Source: an optimization exercise on an open RTL-to-GDS flow (aim: small area). Production flows keep margins and buffers that such runs may drop. Only simulation tests tie the RTL to the original design; equivalence was not proved.

==> flow/design.v <==
module add16_rca(
    input [15:0] a,
    input [15:0] b,
    input ci,
    output [15:0] s
);
wire [16:0] c;
assign c[0] = ci;
genvar k;
generate for (k = 0; k < 16; k = k + 1) begin : g
    assign s[k] = a[k] ^ b[k] ^ c[k];
    assign c[k+1] = (a[k] & b[k]) | (a[k] & c[k]) | (b[k] & c[k]);
end endgenerate
endmodule
module cordic_pipeline_top(
    input clk,
    input rst_n,
    input en,
    input mode,
    input [15:0] xi,
    input [15:0] yi,
    input [15:0] zi,
    output [15:0] xo,
    output [15:0] yo,
    output [15:0] zo,
    output valid
);
reg [5:0] valid_r;
always @(posedge clk or negedge rst_n)
    if (!rst_n) valid_r <= 6'b0;
    else valid_r <= {valid_r[4:0], en};
assign valid = valid_r[5];
wire d0 = mode ? yi[15] : ~zi[15];
wire [15:0] x1, y1;
add16_rca ux0(.a(xi), .b(yi ^ {16{d0}}), .ci(d0), .s(x1));
add16_rca uy0(.a(yi), .b(xi ^ {16{~d0}}), .ci(~d0), .s(y1));
wire [15:0] z1;
add16_rca uz0(.a(zi), .b(16'h3244 ^ {16{d0}}), .ci(d0), .s(z1));
reg [15:0] xr0, yr0, zr0;
reg mr0;
always @(posedge clk) begin
    xr0 <= x1;
    yr0 <= y1;
    zr0 <= z1;
    mr0 <= mode;
end
wire d1 = mr0 ? yr0[15] : ~zr0[15];
wire [15:0] x2, y2;
add16_rca ux1(.a(xr0), .b({{1{yr0[15]}}, yr0[15:1]} ^ {16{d1}}), .ci(d1), .s(x2));
add16_rca uy1(.a(yr0), .b({{1{xr0[15]}}, xr0[15:1]} ^ {16{~d1}}), .ci(~d1), .s(y2));
wire [15:0] z2;
add16_rca uz1(.a(zr0), .b(16'h1DAC ^ {16{d1}}), .ci(d1), .s(z2));
wire d2 = mr0 ? y2[15] : ~z2[15];
wire [15:0] x3, y3;
add16_rca ux2(.a(x2), .b({{2{y2[15]}}, y2[15:2]} ^ {16{d2}}), .ci(d2), .s(x3));
add16_rca uy2(.a(y2), .b({{2{x2[15]}}, x2[15:2]} ^ {16{~d2}}), .ci(~d2), .s(y3));
wire [15:0] z3;
add16_rca uz2(.a(z2), .b(16'h0FAE ^ {16{d2}}), .ci(d2), .s(z3));
reg [15:0] xr1, yr1, zr1;
reg mr1;
always @(posedge clk) begin
    xr1 <= x3;
    yr1 <= y3;
    zr1 <= z3;
    mr1 <= mr0;
end
wire d3 = mr1 ? yr1[15] : ~zr1[15];
wire [15:0] x4, y4;
add16_rca ux3(.a(xr1), .b({{3{yr1[15]}}, yr1[15:3]} ^ {16{d3}}), .ci(d3), .s(x4));
add16_rca uy3(.a(yr1), .b({{3{xr1[15]}}, xr1[15:3]} ^ {16{~d3}}), .ci(~d3), .s(y4));
wire [15:0] z4;
add16_rca uz3(.a(zr1), .b(16'h07F5 ^ {16{d3}}), .ci(d3), .s(z4));
wire d4 = mr1 ? y4[15] : ~z4[15];
wire [15:0] x5, y5;
add16_rca ux4(.a(x4), .b({{4{y4[15]}}, y4[15:4]} ^ {16{d4}}), .ci(d4), .s(x5));
add16_rca uy4(.a(y4), .b({{4{x4[15]}}, x4[15:4]} ^ {16{~d4}}), .ci(~d4), .s(y5));
wire [15:0] z5;
add16_rca uz4(.a(z4), .b(16'h03FF ^ {16{d4}}), .ci(d4), .s(z5));
reg [15:0] xr2, yr2, zr2;
reg mr2;
always @(posedge clk) begin
    xr2 <= x5;
    yr2 <= y5;
    zr2 <= z5;
    mr2 <= mr1;
end
wire zin5 = (zr2[15:10] == {6{1'b0}}) | (zr2[15:10] == {6{1'b1}});   
wire d5 = mr2 ? yr2[15] : ~zr2[15];
wire [15:0] x6, y6;
add16_rca ux5(.a(xr2), .b({{5{yr2[15]}}, yr2[15:5]} ^ {16{d5}}), .ci(d5), .s(x6));
add16_rca uy5(.a(yr2), .b({{5{xr2[15]}}, xr2[15:5]} ^ {16{~d5}}), .ci(~d5), .s(y6));
wire d6 = mr2 ? y6[15] : (zin5 ? zr2[9] : ~zr2[15]);
wire [15:0] x7, y7;
add16_rca ux6(.a(x6), .b({{6{y6[15]}}, y6[15:6]} ^ {16{d6}}), .ci(d6), .s(x7));
add16_rca uy6(.a(y6), .b({{6{x6[15]}}, x6[15:6]} ^ {16{~d6}}), .ci(~d6), .s(y7));
wire d7 = mr2 ? y7[15] : (zin5 ? zr2[8] : ~zr2[15]);
wire [15:0] x8, y8;
add16_rca ux7(.a(x7), .b({{7{y7[15]}}, y7[15:7]} ^ {16{d7}}), .ci(d7), .s(x8));
add16_rca uy7(.a(y7), .b({{7{x7[15]}}, x7[15:7]} ^ {16{~d7}}), .ci(~d7), .s(y8));
wire [15:0] zk3 = 16'd896 - ({13'b0, {d5, d6, d7}} << 8);
wire [15:0] zs3;
add16_rca uzs3(.a(zr2), .b(zk3), .ci(1'b0), .s(zs3));
reg [15:0] xr3, yr3, zr3;
reg mr3;
always @(posedge clk) begin
    xr3 <= x8;
    yr3 <= y8;
    zr3 <= zs3;
    mr3 <= mr2;
end
wire zin8 = (zr3[15:7] == {9{1'b0}}) | (zr3[15:7] == {9{1'b1}});   
wire d8 = mr3 ? yr3[15] : ~zr3[15];
wire [15:0] x9, y9;
add16_rca ux8(.a(xr3), .b({{8{yr3[15]}}, yr3[15:8]} ^ {16{d8}}), .ci(d8), .s(x9));
add16_rca uy8(.a(yr3), .b({{8{xr3[15]}}, xr3[15:8]} ^ {16{~d8}}), .ci(~d8), .s(y9));
wire d9 = mr3 ? y9[15] : (zin8 ? zr3[6] : ~zr3[15]);
wire [15:0] x10, y10;
add16_rca ux9(.a(x9), .b({{9{y9[15]}}, y9[15:9]} ^ {16{d9}}), .ci(d9), .s(x10));
add16_rca uy9(.a(y9), .b({{9{x9[15]}}, x9[15:9]} ^ {16{~d9}}), .ci(~d9), .s(y10));
wire d10 = mr3 ? y10[15] : (zin8 ? zr3[5] : ~zr3[15]);
wire [15:0] x11, y11;
add16_rca ux10(.a(x10), .b({{10{y10[15]}}, y10[15:10]} ^ {16{d10}}), .ci(d10), .s(x11));
add16_rca uy10(.a(y10), .b({{10{x10[15]}}, x10[15:10]} ^ {16{~d10}}), .ci(~d10), .s(y11));
wire [15:0] zk4 = 16'd112 - ({13'b0, {d8, d9, d10}} << 5);
wire [15:0] zs4;
add16_rca uzs4(.a(zr3), .b(zk4), .ci(1'b0), .s(zs4));
reg [15:0] xr4, yr4, zr4;
reg mr4;
always @(posedge clk) begin
    xr4 <= x11;
    yr4 <= y11;
    zr4 <= zs4;
    mr4 <= mr3;
end
wire zin11 = (zr4[15:4] == {12{1'b0}}) | (zr4[15:4] == {12{1'b1}});   
wire d11 = mr4 ? yr4[15] : ~zr4[15];
wire [15:0] x12, y12;
add16_rca ux11(.a(xr4), .b({{11{yr4[15]}}, yr4[15:11]} ^ {16{d11}}), .ci(d11), .s(x12));
add16_rca uy11(.a(yr4), .b({{11{xr4[15]}}, xr4[15:11]} ^ {16{~d11}}), .ci(~d11), .s(y12));
wire d12 = mr4 ? y12[15] : (zin11 ? zr4[3] : ~zr4[15]);
wire [15:0] x13, y13;
add16_rca ux12(.a(x12), .b({{12{y12[15]}}, y12[15:12]} ^ {16{d12}}), .ci(d12), .s(x13));
add16_rca uy12(.a(y12), .b({{12{x12[15]}}, x12[15:12]} ^ {16{~d12}}), .ci(~d12), .s(y13));
wire d13 = mr4 ? y13[15] : (zin11 ? zr4[2] : ~zr4[15]);
wire [15:0] x14, y14;
add16_rca ux13(.a(x13), .b({{13{y13[15]}}, y13[15:13]} ^ {16{d13}}), .ci(d13), .s(x14));
add16_rca uy13(.a(y13), .b({{13{x13[15]}}, x13[15:13]} ^ {16{~d13}}), .ci(~d13), .s(y14));
wire [15:0] zk5 = 16'd14 - ({13'b0, {d11, d12, d13}} << 2);
wire [15:0] zs5;
add16_rca uzs5(.a(zr4), .b(zk5), .ci(1'b0), .s(zs5));
reg [15:0] xr5, yr5, zr5;
reg mr5;
always @(posedge clk) begin
    xr5 <= x14;
    yr5 <= y14;
    zr5 <= zs5;
    mr5 <= mr4;
end
wire zin14 = (zr5[15:1] == {15{1'b0}}) | (zr5[15:1] == {15{1'b1}});   
wire d14 = mr5 ? yr5[15] : ~zr5[15];
wire [15:0] x15, y15;
add16_rca ux14(.a(xr5), .b({{14{yr5[15]}}, yr5[15:14]} ^ {16{d14}}), .ci(d14), .s(x15));
add16_rca uy14(.a(yr5), .b({{14{xr5[15]}}, xr5[15:14]} ^ {16{~d14}}), .ci(~d14), .s(y15));
wire [15:0] zk6 = 16'd1 - ({15'b0, d14} << 1);
wire [15:0] zs6;
add16_rca uzs6(.a(zr5), .b(zk6), .ci(1'b0), .s(zs6));
assign xo = x15;
assign yo = y15;
assign zo = zs6;
endmodule
clock: 8.0 ns
lec_check: 0
abc_area: 1
cap_margin: 20
core_margin: 2
core_utilization: 55
cts_buf_list: sky130_fd_sc_hd__clkbuf_8 sky130_fd_sc_hd__clkbuf_16
cts_cluster_diameter: 100
cts_cluster_size: 30
slew_margin: 20
standard.sh (not shown) runs the stock make flow with config.mk's settings and CLKGATE_MAP_FILE= SYNTH_SCRIPT=/design/flow/synth_recipe.tcl, a recipe that flattens the netlist after the stock synthesis.
==> flow/flow/run.sh <==
#!/bin/bash
# The standard layout (standard.sh), with these changes:
#  - synthesis leaves the adders to ABC (no full/half adder cells extracted first) and maps
#    with a delay-targeted area script (flow/abc_area_d.script, through flow/synth.tcl, which is
#    synth_recipe.tcl plus that one change);
#  - the port buffers use the smallest buffer cell.
set -euo pipefail
W=$PWD
export ADDER_MAP_FILE=
export BUFFER_PORTS_ARGS="-buffer_cell sky130_fd_sc_hd__buf_1"
export MY_ABC_SCRIPT="$W/flow/abc_area_d.script"
sed "s|SYNTH_SCRIPT=[^ ]*|SYNTH_SCRIPT=$W/flow/synth.tcl|" standard.sh > my_standard.sh
grep -q "SYNTH_SCRIPT=$W/flow/synth.tcl" my_standard.sh
bash my_standard.sh > standard_flow.log 2>&1
==> flow/flow/abc_area_d.script <==
strash
dch
map -B 0.9 -D 7000
topo
stime -c
buffer -c
upsize -c -D 7000
dnsize -c -D 7000
==> flow/flow/synth.tcl <==
proc synth {args} { yosys synth -nofsm -noshare {*}$args }
# ABC maps with the script in MY_ABC_SCRIPT instead of ORFS's area script.
proc abc {args} {
  set i [lsearch -exact $args -script]
  if { $i >= 0 && [info exists ::env(MY_ABC_SCRIPT)] } {
    set args [lreplace $args [expr {$i + 1}] [expr {$i + 1}] $::env(MY_ABC_SCRIPT)]
  }
  yosys abc {*}$args
}
source $::env(SCRIPTS_DIR)/synth.tcl
# left out here: clear keep_hierarchy, flatten, clean up, hide names made inside functions, write 1_2_yosys.v
Next try:
==> flow/flow/abc_area_d.script (replaced) <==
strash
dch
map -B 0.9
topo
stime -c
dnsize -c
Settings changed: CORE_UTILIZATION 55 to 65, CTS_BUF_LIST sky130_fd_sc_hd__clkbuf_8 sky130_fd_sc_hd__clkbuf_16 to sky130_fd_sc_hd__clkbuf_8, CTS_CLUSTER_DIAMETER 100 to 80, CTS_CLUSTER_SIZE 30 to 18.
Via count is higher slightly.
Cell area is about the same.
Next try:
==> flow/flow/run.sh (replaced) <==
#!/bin/bash
# The standard layout (standard.sh), with these changes:
#  - synthesis leaves the adders to ABC (no full/half adder cells extracted first) and maps in
#    two passes with delay-targeted area scripts: the logic next to the ports with
#    flow/abc_area_io.script, the rest with flow/abc_area_d.script (flow/synth.tcl is
#    synth_recipe.tcl plus that one change);
#  - the port buffers use the smallest buffer cell.
set -euo pipefail
W=$PWD
export ADDER_MAP_FILE=
export BUFFER_PORTS_ARGS="-buffer_cell sky130_fd_sc_hd__buf_1"
export MY_ABC_SCRIPT="$W/flow/abc_area_d.script"
export MY_ABC_SCRIPT_IO="$W/flow/abc_area_io.script"
sed "s|SYNTH_SCRIPT=[^ ]*|SYNTH_SCRIPT=$W/flow/synth.tcl|" standard.sh > my_standard.sh
grep -q "SYNTH_SCRIPT=$W/flow/synth.tcl" my_standard.sh
bash my_standard.sh > standard_flow.log 2>&1
==> flow/flow/abc_area_d.script (replaced) <==
strash
dch
map -B 0.9
topo
stime -c
buffer -c
upsize -c
dnsize -c
==> flow/flow/abc_area_io.script (new file) <==
strash
dch
map -B 0.9 -D 6000
topo
stime -c
buffer -c
upsize -c -D 6000
dnsize -c -D 6000
==> flow/flow/synth.tcl (replaced) <==
proc synth {args} { yosys synth -nofsm -noshare {*}$args }
# ABC maps in two passes with delay-targeted area scripts: first the logic between the ports
# and the registers (whose paths also carry the input and output delays) with
# MY_ABC_SCRIPT_IO, then everything else with MY_ABC_SCRIPT.
proc abc {args} {
  set i [lsearch -exact $args -script]
  if { $i >= 0 && [info exists ::env(MY_ABC_SCRIPT)] } {
    set a_in [lreplace $args [expr {$i + 1}] [expr {$i + 1}] $::env(MY_ABC_SCRIPT_IO)]
    set a_rest [lreplace $args [expr {$i + 1}] [expr {$i + 1}] $::env(MY_ABC_SCRIPT)]
    set ff {sky130_fd_sc_hd__dfxtp_1 sky130_fd_sc_hd__dfrtp_1}
    yosys select -set ffs {*}[lmap c $ff {string cat t:$c}]
    yosys select -set iocone o:* %ci*:-sky130_fd_sc_hd__dfxtp_1\[Q\]:-sky130_fd_sc_hd__dfrtp_1\[Q\] i:* %co*:-sky130_fd_sc_hd__dfxtp_1\[D,CLK\]:-sky130_fd_sc_hd__dfrtp_1\[D,CLK,RESET_B\] %u @ffs %d
    yosys abc {*}$a_in @iocone
    yosys abc {*}$a_rest
  } else {
    yosys abc {*}$args
  }
}
source $::env(SCRIPTS_DIR)/synth.tcl
# left out here: clear keep_hierarchy, flatten, clean up, hide names made inside functions, write 1_2_yosys.v
Settings changed: CORE_UTILIZATION 65 to 55, CTS_BUF_LIST sky130_fd_sc_hd__clkbuf_8 to sky130_fd_sc_hd__clkbuf_8 sky130_fd_sc_hd__clkbuf_16, CTS_CLUSTER_DIAMETER 80 to 100, CTS_CLUSTER_SIZE 18 to 30.
The changed run produced a clean layout; non-clock buffer count shrinks by 110; clock-buffer cell count shrinks by 8; sequential cell count stays the same; worst setup slack improved by 420 ps.
Next try:
==> flow/flow/run.sh (replaced) <==
#!/bin/bash
# The standard layout (standard.sh) with two changes:
#  - synthesis leaves the adders to ABC (no full/half adder cells extracted first);
#  - the port buffers use the smallest buffer cell.
set -euo pipefail
export ADDER_MAP_FILE=
export BUFFER_PORTS_ARGS="-buffer_cell sky130_fd_sc_hd__buf_1"
bash standard.sh > standard_flow.log 2>&1
Settings changed: CORE_UTILIZATION 55 to 45, PLACE_DENSITY set to 0.7.
removed: flow/flow/abc_area_d.script
removed: flow/flow/abc_area_io.script
removed: flow/flow/synth.tcl
The new run ran to the end with no violations.
Global-route usage went down by 5.7 points.
Design area went up slightly.
Utilization went down by 9.8 points.

## separate check: timing with driven ports
The flow's constraints put no driver on any port. The routed layouts listed below were extracted and timed again, unchanged, in two steps. Step 1 (the two cells are an assumption about what drives the block):
set clk [get_ports {clk}]
set_driving_cell -lib_cell sky130_fd_sc_hd__clkbuf_16 $clk
set_driving_cell -lib_cell sky130_fd_sc_hd__buf_2 [delete_from_list [all_inputs] $clk]
Step 2 moves the port delays by t, midway between the first and last clock arrival at a register: inputs arrive t later, outputs are due t later. That takes back most of the time a late clock gives input paths. Three values: no drivers, after step 1, after step 2; two values: the first two.
run	shift t [ns]	slack for setup (ns)	slew at the worst register clock pin (ns)	worst data-port slew with drivers (ns)
the first run	0.597	0.252 / 0.195 / 0.158	0.11 / 0.11	0.04
the second run	0.667	0.290 / 0.236 / 0.150	0.12 / 0.12	0.04
the third run	0.581	0.712 / 0.712 / 0.712	0.11 / 0.11	0.04
the fourth run	0.589	0.302 / 0.244 / 0.134	0.12 / 0.12	0.05
After both steps every run listed still meets setup and hold. The setup slack of the fourth run, which loses most, moves by -0.058 ns with the drivers and by -0.168 ns with both steps.
